Context: an optimization exercise on an open-source flow, tuned for small area. The choices shown serve that exercise and are no tape-out recipe.
RTL that was checked went through simulation tests only; none was proved equivalent to the original.
No driver is modelled on the clock port, so clock power and skew are understated where the tree is cut down; a real chip needs a root buffer or a tree.
Power is estimated from default activity; no workload was simulated.

==> flow/design.v <==
module top_wrapper (
    input  wire       clk,
    input  wire       rst_n,
    input  wire       start_sample,
    input  wire       din1,
    output wire       cs_n,
    output wire       sclk,
    output wire       dac_sclk,
    output wire       dac_cs,
    output wire       dac_mosi,
    output wire       tx
);
  wire rst = !rst_n;
  reg  [8:0] lf;
  reg        sc;
  wire       term = (lf == 9'd364);
  wire       E    = term & !sc;
  always @(posedge clk) begin
    if (rst | term) lf <= 9'd0;
    else            lf <= {lf[7:0], ~(lf[8] ^ lf[4])};
    if (rst)        sc <= 1'b0;
    else if (term)  sc <= ~sc;
  end
  assign sclk     = sc;
  assign dac_sclk = sc;
  reg  [4:0] as;
  reg        db;                  
  reg  [3:0] hn;                  
  wire adc_w1 = (as == 5'd17);
  wire adc_w2 = (as == 5'd18);
  wire adc_sh = (as[4:3] == 2'b00 && as[3:0] != 4'd0) || as[4:3] == 2'b01;  
  always @(posedge clk) begin
    if (rst) as <= 5'd31;
    else if (E) begin
      if (as == 5'd19 || (as == 5'd31 && !start_sample)) as <= 5'd31;
      else as <= as + 5'd1;
    end
    if (E) db <= din1;
  end
  assign cs_n = as[4];
  reg [4:0] ds;
  always @(posedge clk) begin
    if (rst) ds <= 5'd17;
    else if (E) begin
      if (ds == 5'd17) ds <= start_sample ? 5'd31 : 5'd17;
      else ds <= ds + 5'd1;
    end
  end
  assign dac_cs   = ds[4];
  assign dac_mosi = !ds[4] & (ds[3] | ds[2]);
  reg       ug, ux;       
  reg [8:0] sr;           
  reg       txr;
  reg  [3:0] w;
  reg        e, f;
  wire push = (adc_w1 | adc_w2) & !f;
  wire pop  = ux & sr[8] & !e;
  wire w0   = (w == 4'd0);
  wire w15  = (w == 4'd15);
  always @(posedge clk) begin
    if (rst) begin
      w <= 4'd0; e <= 1'b0; f <= 1'b0;
    end else if (E) begin
      case ({push, pop})
        2'b10: begin
          if (!w15) w <= w + 4'd1;
          e <= 1'b0;
          f <= w15 | !start_sample;
        end
        2'b01: begin
          if (!w0) w <= w - 4'd1;
          e <= w0 | !start_sample;
          f <= 1'b0;
        end
        default: begin
          e <= w0 | !start_sample;
          f <= w15 | !start_sample;
        end
      endcase
    end
  end
  reg [6:0] ph;
  reg       pend, act;
  wire      ph_last = &ph;
  always @(posedge clk) begin
    if (rst) begin
      ph <= 7'd0; pend <= 1'b1; act <= 1'b0;
    end else begin
      ph <= ph + ((E & pop) ? 7'h79 : 7'h01);
      if (ph_last) act <= pend;
      if (E) pend <= 1'b1;
      else if (ph_last) pend <= 1'b0;
    end
  end
  reg  [127:0] R;
  reg          dly;
  wire [2:0]   bi   = ph[2:0];
  wire         atw  = act & (ph[6:3] == w);
  wire         rin  = (atw & adc_sh) ? ((bi == 3'd0) ? db : dly) :
                      (atw & adc_w2) ? (!bi[2] & hn[bi[1:0]]) :
                                       R[127];
  always @(posedge clk) begin
    R   <= {R[126:0], rin};
    dly <= R[127];
    if (atw & adc_sh & (bi == 3'd7)) hn <= {hn[2:0], R[127]};
  end
  wire cap  = act & ug & (ph[6:3] == 4'd0);
  always @(posedge clk) begin
    if (cap | (E & ux)) sr[7:0] <= {cap ? (!w0 & R[127]) : sr[8], sr[7:1]};
    if (cap) sr[8] <= 1'b1;
    else if (E & ux) sr[8] <= 1'b0;
    if (rst) begin
      ug <= 1'b0; ux <= 1'b0; txr <= 1'b1;
    end else if (E) begin
      if (ug) begin
        ug <= 1'b0; ux <= 1'b1;
      end else if (ux) begin
        if (sr[8:1] == 8'd0) begin ux <= 1'b0; txr <= 1'b1; end
        else txr <= sr[0];
      end else if (!e) begin
        ug <= 1'b1;
      end
    end
  end
  assign tx = txr;
endmodule
Settings: LEC_CHECK=0, CAP_MARGIN=20, CORE_MARGIN=2, CORE_UTILIZATION=40, SLEW_MARGIN=20; clock period 10.0 ns.
run.sh (not shown) runs the stock make flow with config.mk's settings and CLKGATE_MAP_FILE= SYNTH_SCRIPT=/design/flow/synth_recipe.tcl, a recipe that flattens the netlist after the stock synthesis.
Change:
--- a/flow/design.v
+++ b/flow/design.v
@@ -24,10 +24,8 @@
   assign sclk     = sc;
   assign dac_sclk = sc;
-  reg  [4:0] as;
-  reg        db;                  
-  reg  [3:0] hn;                  
+  reg  [4:0]  as;
+  reg  [11:0] adc;
   wire adc_w1 = (as == 5'd17);
   wire adc_w2 = (as == 5'd18);
-  wire adc_sh = (as[4:3] == 2'b00 && as[3:0] != 4'd0) || as[4:3] == 2'b01;  
   always @(posedge clk) begin
     if (rst) as <= 5'd31;
@@ -36,5 +34,5 @@
       else as <= as + 5'd1;
     end
-    if (E) db <= din1;
+    if (E && !as[4] && as[3:0] != 4'd15) adc <= {adc[10:0], din1};
   end
   assign cs_n = as[4];
@@ -87,5 +85,5 @@
       ph <= 7'd0; pend <= 1'b1; act <= 1'b0;
     end else begin
-      ph <= ph + ((E & pop) ? 7'h79 : 7'h01);
+      ph <= ph + 7'd1;
       if (ph_last) act <= pend;
       if (E) pend <= 1'b1;
@@ -94,20 +92,19 @@
   end
   reg  [127:0] R;
-  reg          dly;
+  wire [3:0]   j    = ph[6:3];
   wire [2:0]   bi   = ph[2:0];
-  wire         atw  = act & (ph[6:3] == w);
-  wire         rin  = (atw & adc_sh) ? ((bi == 3'd0) ? db : dly) :
-                      (atw & adc_w2) ? (!bi[2] & hn[bi[1:0]]) :
-                                       R[127];
+  wire [3:0]   tgt  = pop ? w - 4'd1 : w;
+  wire         clr  = !ug & !ux & w0 & !e;    
+  wire         dbit = adc_w1 ? adc[bi] : (!bi[2] & adc[{2'b10, bi[1:0]}]);
+  wire         rin  = !act                ? R[127] :
+                      clr                 ? 1'b0 :
+                      (push && j == tgt)  ? dbit :
+                      pop                 ? ((j == 4'd15) ? 1'b0 : R[119]) :
+                                            R[127];
+  always @(posedge clk) R <= {R[126:0], rin};
+  wire cap   = act & ug & (ph[6:4] == 3'd0) & (!ph[3] | ph[2:0] == 3'd0);
+  wire sr_in = cap & (ph[3] | R[127]);
   always @(posedge clk) begin
-    R   <= {R[126:0], rin};
-    dly <= R[127];
-    if (atw & adc_sh & (bi == 3'd7)) hn <= {hn[2:0], R[127]};
-  end
-  wire cap  = act & ug & (ph[6:3] == 4'd0);
-  always @(posedge clk) begin
-    if (cap | (E & ux)) sr[7:0] <= {cap ? (!w0 & R[127]) : sr[8], sr[7:1]};
-    if (cap) sr[8] <= 1'b1;
-    else if (E & ux) sr[8] <= 1'b0;
+    if (cap | (E & ux)) sr <= {sr_in, sr[8:1]};
     if (rst) begin
       ug <= 1'b0; ux <= 1'b0; txr <= 1'b1;
Hold slack barely changes.
Routed wire length rose by a few percent.
Total power rose slightly.
Global-route usage fell by 0.46 points.
Clock-buffer cell count fell by 4.
Flip-flop and latch count rose by 6.
Worst setup slack improved by 0.043 ns.
Critical path depth does not change.

---

top_wrapper, a different RTL version from the one above (not shown whole).
Size in the first run: ~360 cells after synthesis, roughly 180 flip-flops, about 4900 um^2 of cells after synthesis.
==> module top_wrapper, before the edit <==
module top_wrapper (
    input  wire       clk,
    input  wire       rst_n,
    input  wire       start_sample,
    input  wire       din1,
    output wire       cs_n,
    output wire       sclk,
    output wire       dac_sclk,
    output wire       dac_cs,
    output wire       dac_mosi,
    output wire       tx
);
  wire rst = !rst_n;
  reg  [8:0] lf;
  reg        sc;
  wire       term = (lf == 9'd364);
  wire       E    = term & !sc;
  always @(posedge clk) begin
    if (rst | term) lf <= 9'd0;
    else            lf <= {lf[7:0], ~(lf[8] ^ lf[4])};
    if (rst)        sc <= 1'b0;
    else if (term)  sc <= ~sc;
  end
  assign sclk     = sc;
  assign dac_sclk = sc;
  reg  [4:0] as;
  reg        db;                  
  wire adc_w1 = (as == 5'd17);
  wire adc_w2 = (as == 5'd18);
  wire       aset = (as == 5'd19) | (&as & !start_sample);
  wire [4:0] at   = {&as[3:0], &as[2:0], &as[1:0], as[0], 1'b1};
  always @(posedge clk) begin
    if (rst) as <= 5'd31;
    else if (E) as <= (as ^ at) | {5{aset}};
    if (E) db <= din1;
  end
  assign cs_n = as[4];
  reg [4:0] ds;
  wire       dset = (ds == 5'd16) | (ds == 5'd30 & !start_sample);
  wire [4:0] dt   = {&ds[3:0], &ds[2:0], &ds[1:0], ds[0], 1'b1};
  always @(posedge clk) begin
    if (rst) ds <= 5'd30;
    else if (E) ds <= dset ? 5'd30 : (ds ^ dt);
  end
  assign dac_cs   = ds[4];
  assign dac_mosi = !ds[4] & (ds[3] | ds[2]);
  reg       ug, ux;       
  reg [8:0] sr;           
  reg       txr;
  reg  [3:0] w;
  reg        e, f;
  wire push = (adc_w1 | adc_w2) & !f;
  wire pop  = ux & sr[8] & !e;
  wire w0   = (w == 4'd0);
  wire w15  = (w == 4'd15);
  wire push_only = push & !pop;
  wire pop_only  = pop & !push;
  wire wu = E & push_only & !w15;
  wire wd = E & pop_only;
  wire [3:0] wt = {(wu & w[0] & w[1] & w[2]) | (wd & !w[0] & !w[1] & !w[2]),
                   (wu & w[0] & w[1])        | (wd & !w[0] & !w[1]),
                   (wu & w[0])               | (wd & !w[0]),
                   wu | wd};
  always @(posedge clk) begin
    if (rst) begin
      w <= 4'd0; e <= 1'b0; f <= 1'b0;
    end else begin
      w <= w ^ wt;
      if (E) begin
        e <= !push_only & (w0 | !start_sample);
        f <= !pop_only & (w15 | !start_sample);
      end
    end
  end
  reg [6:0] ph;
  reg       pend, act;
  wire      ph_last = &ph;
  wire       cy  = &ph[2:0];
  wire       pp  = E & pop;
  wire       pu  = cy & !pp;
  wire       pdn = pp & !cy;
  wire [6:0] pt  = {(pu & ph[3] & ph[4] & ph[5]) | (pdn & !ph[3] & !ph[4] & !ph[5]),
                    (pu & ph[3] & ph[4])         | (pdn & !ph[3] & !ph[4]),
                    (pu & ph[3])                 | (pdn & !ph[3]),
                    pu | pdn,
                    ph[1] & ph[0], ph[0], 1'b1};
  always @(posedge clk) begin
    if (rst) begin
      ph <= 7'd0; pend <= 1'b1; act <= 1'b0;
    end else begin
      ph <= ph ^ pt;
      if (ph_last) act <= pend;
      if (E) pend <= 1'b1;
      else if (ph_last) pend <= 1'b0;
    end
  end
  reg  [127:0] R;
  reg  [3:0]   hr;                            
  wire [2:0]   bi   = ph[2:0];
  wire         atw  = (ph[6:3] == w);
  wire         wlo  = atw & (as[4:3] == 2'b01) & (bi == ~as[2:0]);
  wire         whi  = atw & adc_w2;
  wire         rin  = wlo ? db : whi ? (!bi[2] & hr[3]) : R[127];
  wire         hin  = (as[4:2] == 3'b001 && ph[1:0] == ~as[1:0]) ? db : hr[3];
  always @(posedge clk) begin
    R  <= {R[126:0], rin};
    hr <= {hr[2:0], hin};
  end
  wire cap  = act & ug & (ph[6:3] == 4'd0);
  always @(posedge clk) begin
    if (cap | (E & ux)) sr[7:0] <= {cap ? (!w0 & R[127]) : sr[8], sr[7:1]};
    if (cap) sr[8] <= 1'b1;
    else if (E & ux) sr[8] <= 1'b0;
    if (rst) begin
      ug <= 1'b0; ux <= 1'b0; txr <= 1'b1;
    end else if (E) begin
      if (ug) begin
        ug <= 1'b0; ux <= 1'b1;
      end else if (ux) begin
        if (sr[8:1] == 8'd0) begin ux <= 1'b0; txr <= 1'b1; end
        else txr <= sr[0];
      end else if (!e) begin
        ug <= 1'b1;
      end
    end
  end
  assign tx = txr;
endmodule
clock: 10.0 ns
lec_check: 0
cap_margin: 20
core_margin: 2
core_utilization: 70
slew_margin: 20
standard.sh (not shown) runs the stock make flow with config.mk's settings and CLKGATE_MAP_FILE= SYNTH_SCRIPT=/design/flow/synth_recipe.tcl, a recipe that flattens the netlist after the stock synthesis.
==> flow/flow/run.sh <==
#!/bin/bash
# Standard layout, except that the clock tree is built by flow/cts_tree.tcl:
# the clock port drives CTS_NLEAF buffers (through a root buffer if
# CTS_ROOT_CELL is set), each driving one group of flip-flops chosen by
# position; and the ports are buffered with the smallest buffer.
set -euo pipefail
export PRE_CTS_TCL="$PWD/flow/cts_tree.tcl"
export CTS_NLEAF=9
export CTS_LEAF_CELL=sky130_fd_sc_hd__clkbuf_8
export CTS_ROOT_CELL=sky130_fd_sc_hd__clkbuf_16
export BUFFER_PORTS_ARGS="-inputs -outputs -buffer_cell sky130_fd_sc_hd__buf_1"
bash standard.sh > standard.log 2>&1
Other scripts of this flow, unchanged in this note and not shown: flow/flow/cts_tree.tcl
The first run produced a clean layout.
==> next run, changes <==
--- a/flow/design.v
+++ b/flow/design.v
@@ -44,13 +44,14 @@
   end
   assign dac_cs   = ds[4];
   assign dac_mosi = !ds[4] & (ds[3] | ds[2]);
-  reg       ug, ux;       
-  reg [8:0] sr;           
+  reg [3:0] u;
+  reg       pb;           
+  reg       nb;           
   reg       txr;
   reg  [3:0] w;
   reg        e, f;
   wire push = (adc_w1 | adc_w2) & !f;
-  wire pop  = ux & sr[8] & !e;
+  wire pop  = (u == 4'd0) & !e;
   wire w0   = (w == 4'd0);
   wire w15  = (w == 4'd15);
   wire push_only = push & !pop;
@@ -72,9 +73,7 @@
       end
     end
   end
-  reg [6:0] ph;
-  reg       pend, act;
-  wire      ph_last = &ph;
+  reg  [6:0] ph;
   wire       cy  = &ph[2:0];
   wire       pp  = E & pop;
   wire       pu  = cy & !pp;
@@ -85,43 +84,34 @@
                     pu | pdn,
                     ph[1] & ph[0], ph[0], 1'b1};
   always @(posedge clk) begin
-    if (rst) begin
-      ph <= 7'd0; pend <= 1'b1; act <= 1'b0;
-    end else begin
-      ph <= ph ^ pt;
-      if (ph_last) act <= pend;
-      if (E) pend <= 1'b1;
-      else if (ph_last) pend <= 1'b0;
-    end
+    if (rst) ph <= 7'd0;
+    else     ph <= ph ^ pt;
   end
   reg  [127:0] R;
   reg  [3:0]   hr;                            
   wire [2:0]   bi   = ph[2:0];
   wire         atw  = (ph[6:3] == w);
   wire         wlo  = atw & (as[4:3] == 2'b01) & (bi == ~as[2:0]);
-  wire         whi  = atw & adc_w2;
+  wire         whi  = atw & adc_w2 & !(w15 & pb);
   wire         rin  = wlo ? db : whi ? (!bi[2] & hr[3]) : R[127];
   wire         hin  = (as[4:2] == 3'b001 && ph[1:0] == ~as[1:0]) ? db : hr[3];
   always @(posedge clk) begin
     R  <= {R[126:0], rin};
     hr <= {hr[2:0], hin};
   end
-  wire cap  = act & ug & (ph[6:3] == 4'd0);
+  wire rd = !u[3] & (ph[6:3] == {4{pb}}) & (ph[2:0] == u[2:0]);
   always @(posedge clk) begin
-    if (cap | (E & ux)) sr[7:0] <= {cap ? (!w0 & R[127]) : sr[8], sr[7:1]};
-    if (cap) sr[8] <= 1'b1;
-    else if (E & ux) sr[8] <= 1'b0;
+    if (rd) nb <= R[127] & (pb | !w0);
     if (rst) begin
-      ug <= 1'b0; ux <= 1'b0; txr <= 1'b1;
+      u <= 4'd9; txr <= 1'b1;
     end else if (E) begin
-      if (ug) begin
-        ug <= 1'b0; ux <= 1'b1;
-      end else if (ux) begin
-        if (sr[8:1] == 8'd0) begin ux <= 1'b0; txr <= 1'b1; end
-        else txr <= sr[0];
-      end else if (!e) begin
-        ug <= 1'b1;
-      end
+      if (u == 4'd9) begin
+        if (!e) u <= 4'd15;
+      end else u <= u + 4'd1;
+      if (!u[3]) txr <= nb;
+      else if (u == 4'd8) txr <= 1'b1;
+      if (u == 4'd15) pb <= 1'b0;
+      else if (u == 4'd0) pb <= !e;
     end
   end
   assign tx = txr;
What happened:
- The new run produced a clean layout
- final cell count rose by about 7.5%
- sequential share of layout area fell by 4.6 points
- final area rose by 0.98%
- maximum frequency fell by about 4%
- setup slack degrades by 0.14 ns
- clock skew barely changes
Function not checked in the second run of this note: the RTL went through the layout flow alone. No run of this note takes its clock network from TritonCTS; it comes from the design's own scripts or RTL.

-- what the ideal ports hide --
No port has a modelled driver above. Below, the same layouts with a new extraction and two added sets of constraints.
Step 1: set_driving_cell puts a clkbuf_16 on clk and a buf_2 on each other input, an assumption about the parent block.
Step 2 times the ports against the registers' clock, not the clock port: input delays grow and output delays shrink by t, the midpoint of the rising clock arrivals with the driver on.
Slacks: no drivers / after step 1 / after step 2; pairs: no drivers / after step 1.
run	t (ns)	slack for setup (ns)	worst hold slack (ns)	worst data-port slew with drivers (ns)
the first run of note 1	0.449	6.453 / 6.453 / 6.022	0.324 / 0.324 / 0.324	0.03
the second run of note 1	0.447	6.496 / 6.460 / 6.288	0.326 / 0.326 / 0.326	0.03
the first run of note 2	0.374	6.602 / 6.605 / 6.231	0.323 / 0.323 / 0.323	0.04
the second run of note 2	0.373	6.458 / 6.461 / 6.088	0.310 / 0.310 / 0.310	0.03
After both steps every run listed still meets setup and hold. The setup slack of the first run of note 1, which loses most, moves by 0.000 ns with the drivers and by -0.431 ns with both steps.
